Source: an optimization exercise on an open RTL-to-GDS flow (aim: small area and a short achievable clock period). Production flows keep margins and buffers that such runs may drop. No activity file was given, so power comes from the tool's default toggle rates.

==> inputs of branch juniper <==
Design wallace_multiplier_16bit, start of the top module:
module wallace_multiplier_16bit(
    input  wire        clk,
    input  wire        rst,
    input  wire [15:0] multiplicand,
    input  wire [15:0] multiplier,
    output reg  [31:0] result
);
clock: 3.0 ns
lec_check: 0
cap_margin: 20
core_margin: 2
core_utilization: 60
cts_buf_list: sky130_fd_sc_hd__clkbuf_4 sky130_fd_sc_hd__clkbuf_8
cts_cluster_diameter: 50
cts_cluster_size: 12
setup_slack_margin: 1.1
slew_margin: 20
synth_hierarchical: 1
synth_minimum_keep_size: 0
standard.sh (not shown) runs the stock make flow with config.mk's settings and CLKGATE_MAP_FILE= SYNTH_SCRIPT=/design/flow/synth_recipe.tcl, a recipe that flattens the netlist after the stock synthesis.
==> flow/flow/run.sh <==
#!/bin/bash
# Standard ORFS layout (the standard.sh) with two changes:
#  - plain buf_1 cells as the port buffers (buffer_ports picks delay cells by default);
#  - clock tree synthesis without dummy load cells.
set -euo pipefail
export BUFFER_PORTS_ARGS="-buffer_cell sky130_fd_sc_hd__buf_1"
export CTS_ARGS="-sink_clustering_enable -repair_clock_nets -dont_use_dummy_load -sink_clustering_size 16 -sink_clustering_max_diameter 60 -buf_list {sky130_fd_sc_hd__clkbuf_4 sky130_fd_sc_hd__clkbuf_8}"
bash standard.sh > standard_flow.log 2>&1
==> inputs of branch onyx, as changes to branch juniper <==
==> flow/run.sh (new file) <==
#!/bin/bash
# synth_recipe.tcl (not shown) runs the flow's synth.tcl, then flattens the netlist and writes it again
# the make line also repeats each setting of config.mk as NAME=value (left out here)
make -C /OpenROAD-flow-scripts/flow DESIGN_CONFIG=/design/flow/config.mk WORK_HOME=/design/flow/orfs CLKGATE_MAP_FILE= SYNTH_SCRIPT=/design/flow/synth_recipe.tcl finish
removed: flow/flow/run.sh
removed: flow/standard.sh
==> inputs of branch cedar, as changes to branch juniper <==
==> flow/flow/run.sh (replaced) <==
#!/bin/bash
# Standard ORFS layout (the standard.sh) with two changes:
#  - plain buf_1 cells as the port buffers (buffer_ports picks delay cells by default);
#  - clock tree synthesis without dummy load cells.
set -euo pipefail
export BUFFER_PORTS_ARGS="-buffer_cell sky130_fd_sc_hd__buf_1"
export CTS_ARGS="-sink_clustering_enable -repair_clock_nets -dont_use_dummy_load -sink_clustering_size 12 -sink_clustering_max_diameter 50 -buf_list {sky130_fd_sc_hd__clkbuf_4 sky130_fd_sc_hd__clkbuf_8}"
bash standard.sh > standard_flow.log 2>&1
==> metrics.md <==
| Metric | Value |
|---|---|
| Pre-CTS setup slack | 0.7826 ns |
| Max incr delay on CP | 0.51 ns |
| Post-DP HPWL | 17.40 mm |
| Status | complete, no violations |
| Total CTS buffers | 27 |
| CP arrival | 2.27 ns |
| Setup Buffers After CTS | 0 |
| CP Data Required Time | 3.40 ns |
| DRT met1 WL | 12.08 mm |
| Final non-clock buffer share | 0.02510 |
| Crit Reg-Reg Startpoint | q2_s266 |
| Clkbuf count | 27 |
| F_max | 533.6 MHz |
The numbers above come from branch juniper.

==> metrics.md <==
| Metric | Value |
|---|---|
| Status | complete, no violations |
| Max incr delay on CP | 0.34 ns |
| Final non-clock buffer share | 0.02193 |
| CP arrival | 2.29 ns |
| Total CTS buffers | 36 |
| Post-DP HPWL | 17.40 mm |
| Crit Reg-Reg Startpoint | q4_pp729 |
| Clkbuf count | 36 |
| F_max | 538.9 MHz |
The numbers above come from branch cedar.

==> metrics.md <==
| Metric | Value |
|---|---|
| Status | complete, no violations |
| Post-DP HPWL | 17.45 mm |
| Clkbuf count | 50 |
| Yosys warning total | 7 |
| CP Data Required Time | 3.40 ns |
| Crit Reg-Reg Startpoint | q2_s300 |
| Final non-clock buffer share | 0.04368 |
| Max incr delay on CP | 0.52 ns |
| F_max | 530.7 MHz |
| Setup Buffers After CTS | 1 |
| Pre-CTS setup slack | 0.7412 ns |
| CP arrival | 2.28 ns |
The numbers above come from branch onyx.

No run of this note included a check of the RTL's function; only the layout flow was run.

========
==> v23: inputs <==
wallace_multiplier_16bit, a different RTL version from the one above (not shown whole).
==> flow/design.v (excerpt) <==
module wallace_multiplier_16bit(
    input  wire        clk,
    input  wire        rst,
    input  wire [15:0] multiplicand,
    input  wire [15:0] multiplier,
    output reg  [31:0] result
);
export LEC_CHECK = 0
export CAP_MARGIN = 20
export CORE_MARGIN = 2
export CORE_UTILIZATION = 60
export CTS_BUF_LIST = sky130_fd_sc_hd__clkbuf_4 sky130_fd_sc_hd__clkbuf_8
export CTS_CLUSTER_DIAMETER = 50
export CTS_CLUSTER_SIZE = 12
export SETUP_SLACK_MARGIN = 1.05
export SLEW_MARGIN = 20
export SYNTH_HIERARCHICAL = 1
export SYNTH_MINIMUM_KEEP_SIZE = 0
create_clock -name core_clock -period 3.0 [get_ports {clk}]
run.sh (not shown) runs the stock make flow with config.mk's settings and CLKGATE_MAP_FILE= SYNTH_SCRIPT=/design/flow/synth_recipe.tcl, a recipe that flattens the netlist after the stock synthesis.
Stock flow here: none of the scripts above is used.
==> v34: changes against v23 <==
--- a/flow/design.v
+++ b/flow/design.v
@@ -508,16 +508,16 @@
 wire k210;
 wire a211_g0 = p1 & 1'b1;
 wire a211_p0 = p1 ^ 1'b1;
 wire a211_g1 = p2 & p17;
 wire a211_p1 = p2 ^ p17;
 wire a211_G0_1 = a211_g0 | (a211_p0 & 1'b1);
 wire a211_G1_2 = a211_g1 | (a211_p1 & a211_G0_1);
-assign r209[0] = a211_p0 ^ 1'b1;
-assign r209[1] = a211_p1 ^ a211_G0_1;
+mul_xor u_a211_x0 (.a(a211_p0), .b(1'b1), .y(r209[0]));
+mul_xor u_a211_x1 (.a(a211_p1), .b(a211_G0_1), .y(r209[1]));
 assign k210 = a211_G1_2;
 wire s212, c213;
 mul_fa u_s212 (.a(p11), .b(p26), .c(p41), .s(s212), .co(c213));
 wire s214, c215;
 mul_fa u_s214 (.a(p12), .b(p27), .c(p42), .s(s214), .co(c215));
 wire s216, c217;
 mul_fa u_s216 (.a(p57), .b(p72), .c(p87), .s(s216), .co(c217));
@@ -791,18 +791,18 @@
 wire a478_p3 = q2_c419 ^ q2_s420;
 wire a478_G0_1 = a478_g0 | (a478_p0 & q2_k210);
 wire a478_G0_3 = a478_g2 | (a478_p2 & a478_g1);
 wire a478_P0_3 = a478_p2 & a478_p1;
 wire a478_G1_2 = a478_g1 | (a478_p1 & a478_G0_1);
 wire a478_G1_3 = a478_G0_3 | (a478_P0_3 & a478_G0_1);
 wire a478_G2_4 = a478_g3 | (a478_p3 & a478_G1_3);
-assign r476[0] = a478_p0 ^ q2_k210;
-assign r476[1] = a478_p1 ^ a478_G0_1;
-assign r476[2] = a478_p2 ^ a478_G1_2;
-assign r476[3] = a478_p3 ^ a478_G1_3;
+mul_xor u_a478_x0 (.a(a478_p0), .b(q2_k210), .y(r476[0]));
+mul_xor u_a478_x1 (.a(a478_p1), .b(a478_G0_1), .y(r476[1]));
+mul_xor u_a478_x2 (.a(a478_p2), .b(a478_G1_2), .y(r476[2]));
+mul_xor u_a478_x3 (.a(a478_p3), .b(a478_G1_3), .y(r476[3]));
 assign k477 = a478_G2_4;
 wire s479, c480;
 mul_fa u_s479 (.a(q2_c287), .b(q2_c289), .c(q2_s292), .s(s479), .co(c480));
 wire s481, c482;
 mul_fa u_s481 (.a(q2_c293), .b(q2_c295), .c(q2_s298), .s(s481), .co(c482));
 wire s483, c484;
 mul_fa u_s483 (.a(q2_s300), .b(q2_c359), .c(q2_s360), .s(s483), .co(c484));
@@ -959,15 +959,15 @@
 wire s635, c636;
 mul_fa u_s635 (.a(p459), .b(p474), .c(c610), .s(s635), .co(c636));
 wire [0:0] r637;
 wire k638;
 wire a639_g0 = s569 & s611;
 wire a639_p0 = s569 ^ s611;
 wire a639_G0_1 = a639_g0 | (a639_p0 & k477);
-assign r637[0] = a639_p0 ^ k477;
+mul_xor u_a639_x0 (.a(a639_p0), .b(k477), .y(r637[0]));
 assign k638 = a639_G0_1;
 wire s640, c641;
 mul_han u_s640 (.a(s507), .b(s615), .s(s640), .co(c641));
 wire s642, c643;
 mul_han u_s642 (.a(c616), .b(s617), .s(s642), .co(c643));
 wire s644, c645;
 mul_han u_s644 (.a(c618), .b(s619), .s(s644), .co(c645));
@@ -983,18 +983,18 @@
 wire a648_p3 = q3_c643 ^ q3_s644;
 wire a648_G0_1 = a648_g0 | (a648_p0 & q3_k638);
 wire a648_G0_3 = a648_g2 | (a648_p2 & a648_g1);
 wire a648_P0_3 = a648_p2 & a648_p1;
 wire a648_G1_2 = a648_g1 | (a648_p1 & a648_G0_1);
 wire a648_G1_3 = a648_G0_3 | (a648_P0_3 & a648_G0_1);
 wire a648_G2_4 = a648_g3 | (a648_p3 & a648_G1_3);
-assign r646[0] = a648_p0 ^ q3_k638;
-assign r646[1] = a648_p1 ^ a648_G0_1;
-assign r646[2] = a648_p2 ^ a648_G1_2;
-assign r646[3] = a648_p3 ^ a648_G1_3;
+mul_xor u_a648_x0 (.a(a648_p0), .b(q3_k638), .y(r646[0]));
+mul_xor u_a648_x1 (.a(a648_p1), .b(a648_G0_1), .y(r646[1]));
+mul_xor u_a648_x2 (.a(a648_p2), .b(a648_G1_2), .y(r646[2]));
+mul_xor u_a648_x3 (.a(a648_p3), .b(a648_G1_3), .y(r646[3]));
 assign k647 = a648_G2_4;
 wire s649, c650;
 mul_han u_s649 (.a(q3_c620), .b(q3_s621), .s(s649), .co(c650));
 wire s651, c652;
 mul_han u_s651 (.a(q3_c622), .b(q3_s623), .s(s651), .co(c652));
 wire s653, c654;
 mul_han u_s653 (.a(q3_c624), .b(q3_s625), .s(s653), .co(c654));
@@ -1033,15 +1033,15 @@
 wire s687, c688;
 mul_han u_s687 (.a(q3_p475), .b(q3_c636), .s(s687), .co(c688));
 wire [0:0] r689;
 wire k690;
 wire a691_g0 = q3_c645 & s649;
 wire a691_p0 = q3_c645 ^ s649;
 wire a691_G0_1 = a691_g0 | (a691_p0 & k647);
-assign r689[0] = a691_p0 ^ k647;
+mul_xor u_a691_x0 (.a(a691_p0), .b(k647), .y(r689[0]));
 assign k690 = a691_G0_1;
 wire s692, c693;
 mul_han u_s692 (.a(q3_c628), .b(c656), .s(s692), .co(c693));
 wire s694, c695;
 mul_han u_s694 (.a(c658), .b(s659), .s(s694), .co(c695));
 wire s696, c697;
 mul_fa u_s696 (.a(q3_s587), .b(c660), .c(s661), .s(s696), .co(c697));
@@ -1173,34 +1173,34 @@
 wire a726_G3_14 = a726_G2_14 | (a726_P2_14 & a726_G2_7);
 wire a726_G3_15 = a726_G2_15 | (a726_P2_15 & a726_G2_7);
 wire a726_G4_16 = a726_g15 | (a726_p15 & a726_G3_15);
 wire a726_G4_17 = a726_G0_17 | (a726_P0_17 & a726_G3_15);
 wire a726_G4_18 = a726_G1_18 | (a726_P1_18 & a726_G3_15);
 wire a726_G4_19 = a726_G1_19 | (a726_P1_19 & a726_G3_15);
 wire a726_G4_20 = a726_G2_20 | (a726_P2_20 & a726_G3_15);
-assign r724[0] = a726_p0 ^ q4_k690;
-assign r724[1] = a726_p1 ^ a726_G0_1;
-assign r724[2] = a726_p2 ^ a726_G1_2;
-assign r724[3] = a726_p3 ^ a726_G1_3;
-assign r724[4] = a726_p4 ^ a726_G2_4;
-assign r724[5] = a726_p5 ^ a726_G2_5;
-assign r724[6] = a726_p6 ^ a726_G2_6;
-assign r724[7] = a726_p7 ^ a726_G2_7;
-assign r724[8] = a726_p8 ^ a726_G3_8;
-assign r724[9] = a726_p9 ^ a726_G3_9;
-assign r724[10] = a726_p10 ^ a726_G3_10;
-assign r724[11] = a726_p11 ^ a726_G3_11;
-assign r724[12] = a726_p12 ^ a726_G3_12;
-assign r724[13] = a726_p13 ^ a726_G3_13;
-assign r724[14] = a726_p14 ^ a726_G3_14;
-assign r724[15] = a726_p15 ^ a726_G3_15;
-assign r724[16] = a726_p16 ^ a726_G4_16;
-assign r724[17] = a726_p17 ^ a726_G4_17;
-assign r724[18] = a726_p18 ^ a726_G4_18;
-assign r724[19] = a726_p19 ^ a726_G4_19;
+mul_xor u_a726_x0 (.a(a726_p0), .b(q4_k690), .y(r724[0]));
+mul_xor u_a726_x1 (.a(a726_p1), .b(a726_G0_1), .y(r724[1]));
+mul_xor u_a726_x2 (.a(a726_p2), .b(a726_G1_2), .y(r724[2]));
+mul_xor u_a726_x3 (.a(a726_p3), .b(a726_G1_3), .y(r724[3]));
+mul_xor u_a726_x4 (.a(a726_p4), .b(a726_G2_4), .y(r724[4]));
+mul_xor u_a726_x5 (.a(a726_p5), .b(a726_G2_5), .y(r724[5]));
+mul_xor u_a726_x6 (.a(a726_p6), .b(a726_G2_6), .y(r724[6]));
+mul_xor u_a726_x7 (.a(a726_p7), .b(a726_G2_7), .y(r724[7]));
+mul_xor u_a726_x8 (.a(a726_p8), .b(a726_G3_8), .y(r724[8]));
+mul_xor u_a726_x9 (.a(a726_p9), .b(a726_G3_9), .y(r724[9]));
+mul_xor u_a726_x10 (.a(a726_p10), .b(a726_G3_10), .y(r724[10]));
+mul_xor u_a726_x11 (.a(a726_p11), .b(a726_G3_11), .y(r724[11]));
+mul_xor u_a726_x12 (.a(a726_p12), .b(a726_G3_12), .y(r724[12]));
+mul_xor u_a726_x13 (.a(a726_p13), .b(a726_G3_13), .y(r724[13]));
+mul_xor u_a726_x14 (.a(a726_p14), .b(a726_G3_14), .y(r724[14]));
+mul_xor u_a726_x15 (.a(a726_p15), .b(a726_G3_15), .y(r724[15]));
+mul_xor u_a726_x16 (.a(a726_p16), .b(a726_G4_16), .y(r724[16]));
+mul_xor u_a726_x17 (.a(a726_p17), .b(a726_G4_17), .y(r724[17]));
+mul_xor u_a726_x18 (.a(a726_p18), .b(a726_G4_18), .y(r724[18]));
+mul_xor u_a726_x19 (.a(a726_p19), .b(a726_G4_19), .y(r724[19]));
 assign k725 = a726_G4_20;
 always @(posedge clk) begin
     q1_multiplicand_0 <= multiplicand[0];
     q1_multiplicand_1 <= multiplicand[1];
     q1_multiplicand_2 <= multiplicand[2];
     q1_multiplicand_3 <= multiplicand[3];
     q1_multiplicand_4 <= multiplicand[4];
@@ -1509,14 +1509,17 @@
     end
 end
 endmodule
 module mul_fa(input wire a, input wire b, input wire c, output wire s, output wire co);
     assign s = a ^ b ^ c;
     assign co = (a & b) | (a & c) | (b & c);
 endmodule
+module mul_xor(input wire a, input wire b, output wire y);
+    assign y = a ^ b;
+endmodule
 module mul_ha(input wire a, input wire b, output wire s, output wire co);
     assign s = a ^ b;
     assign co = a & b;
 endmodule
 module mul_han(input wire a, input wire b, output wire s, output wire co);
     mul_xnor u_s (.a(a), .b(b), .y(s));
     mul_or u_c (.a(a), .b(b), .y(co));
==> flow_metrics.py <==
metrics = {
    "finish": {
        "num-nonclk-inverters": 30,
    },
    "routing": {
        "wl_per_cell_um": 17.2,
        "wirelength_um": 25500,
    },
    "critical_path": {
        "critical_path.startpoint": "q4_s702",
        "ff2ff_path_depth": 8,
    },
    "status": {
        "status": "timing/DRC/antenna clean",
    },
    "timing": {
        "fin_crit_sh_pct": 74.8,
    },
    "pwr": {
        "p_leak_nw": 6.28,
    },
    "placed_design": {
        "dp_hpwl_um": 18400,
    },
}
That was v23.
==> flow_metrics.py <==
metrics = {
    "finish": {
        "num-nonclk-inverters": 4,
    },
    "timing": {
        "fin_crit_sh_pct": 69.5,
    },
    "pwr": {
        "p_leak_nw": 6.24,
    },
    "critical_path": {
        "crit_type": "reg2reg",
        "ff2ff_path_depth": 9,
    },
    "clock_network": {
        "clock_latency_ns": 0.54,
    },
    "status": {
        "status": "timing/DRC/antenna clean",
    },
    "placed_design": {
        "dp_hpwl_um": 17800,
    },
    "routing": {
        "wl_per_cell_um": 17.2,
    },
}
That was v34.
No functional check of the RTL was part of any run of this note.

==> port drivers added, routing unchanged <==
Ports are ideal in the flow. The routed layouts listed here were re-timed in OpenROAD.
Step 1 (the two cells are an assumption about what drives the block):
set clk [get_ports {clk}]
set_driving_cell -lib_cell sky130_fd_sc_hd__clkbuf_16 $clk
set_driving_cell -lib_cell sky130_fd_sc_hd__buf_2 [delete_from_list [all_inputs] $clk]
Step 2 also shifts input and output timing later by t, the mid clock arrival at the registers, as if the neighbouring blocks saw the same clock.
Three values: ideal, step 1, step 2; two values: the first two.
run | t, ns | slack for setup (ns) | worst setup path after step 2 | worst data-port slew with drivers (ns)
branch juniper | 0.589 | 1.126 / 1.126 / 1.126 | register to register | 0.03
branch onyx | 0.569 | 1.116 / 1.116 / 1.116 | register to register | 0.04
branch cedar | 0.549 | 1.144 / 1.144 / 1.144 | register to register | 0.03
v23 | 0.575 | 0.756 / 0.756 / 0.756 | register to register | 0.03
v34 | 0.570 | 0.914 / 0.914 / 0.914 | register to register | 0.04
After both steps setup and hold are still met in every run listed.
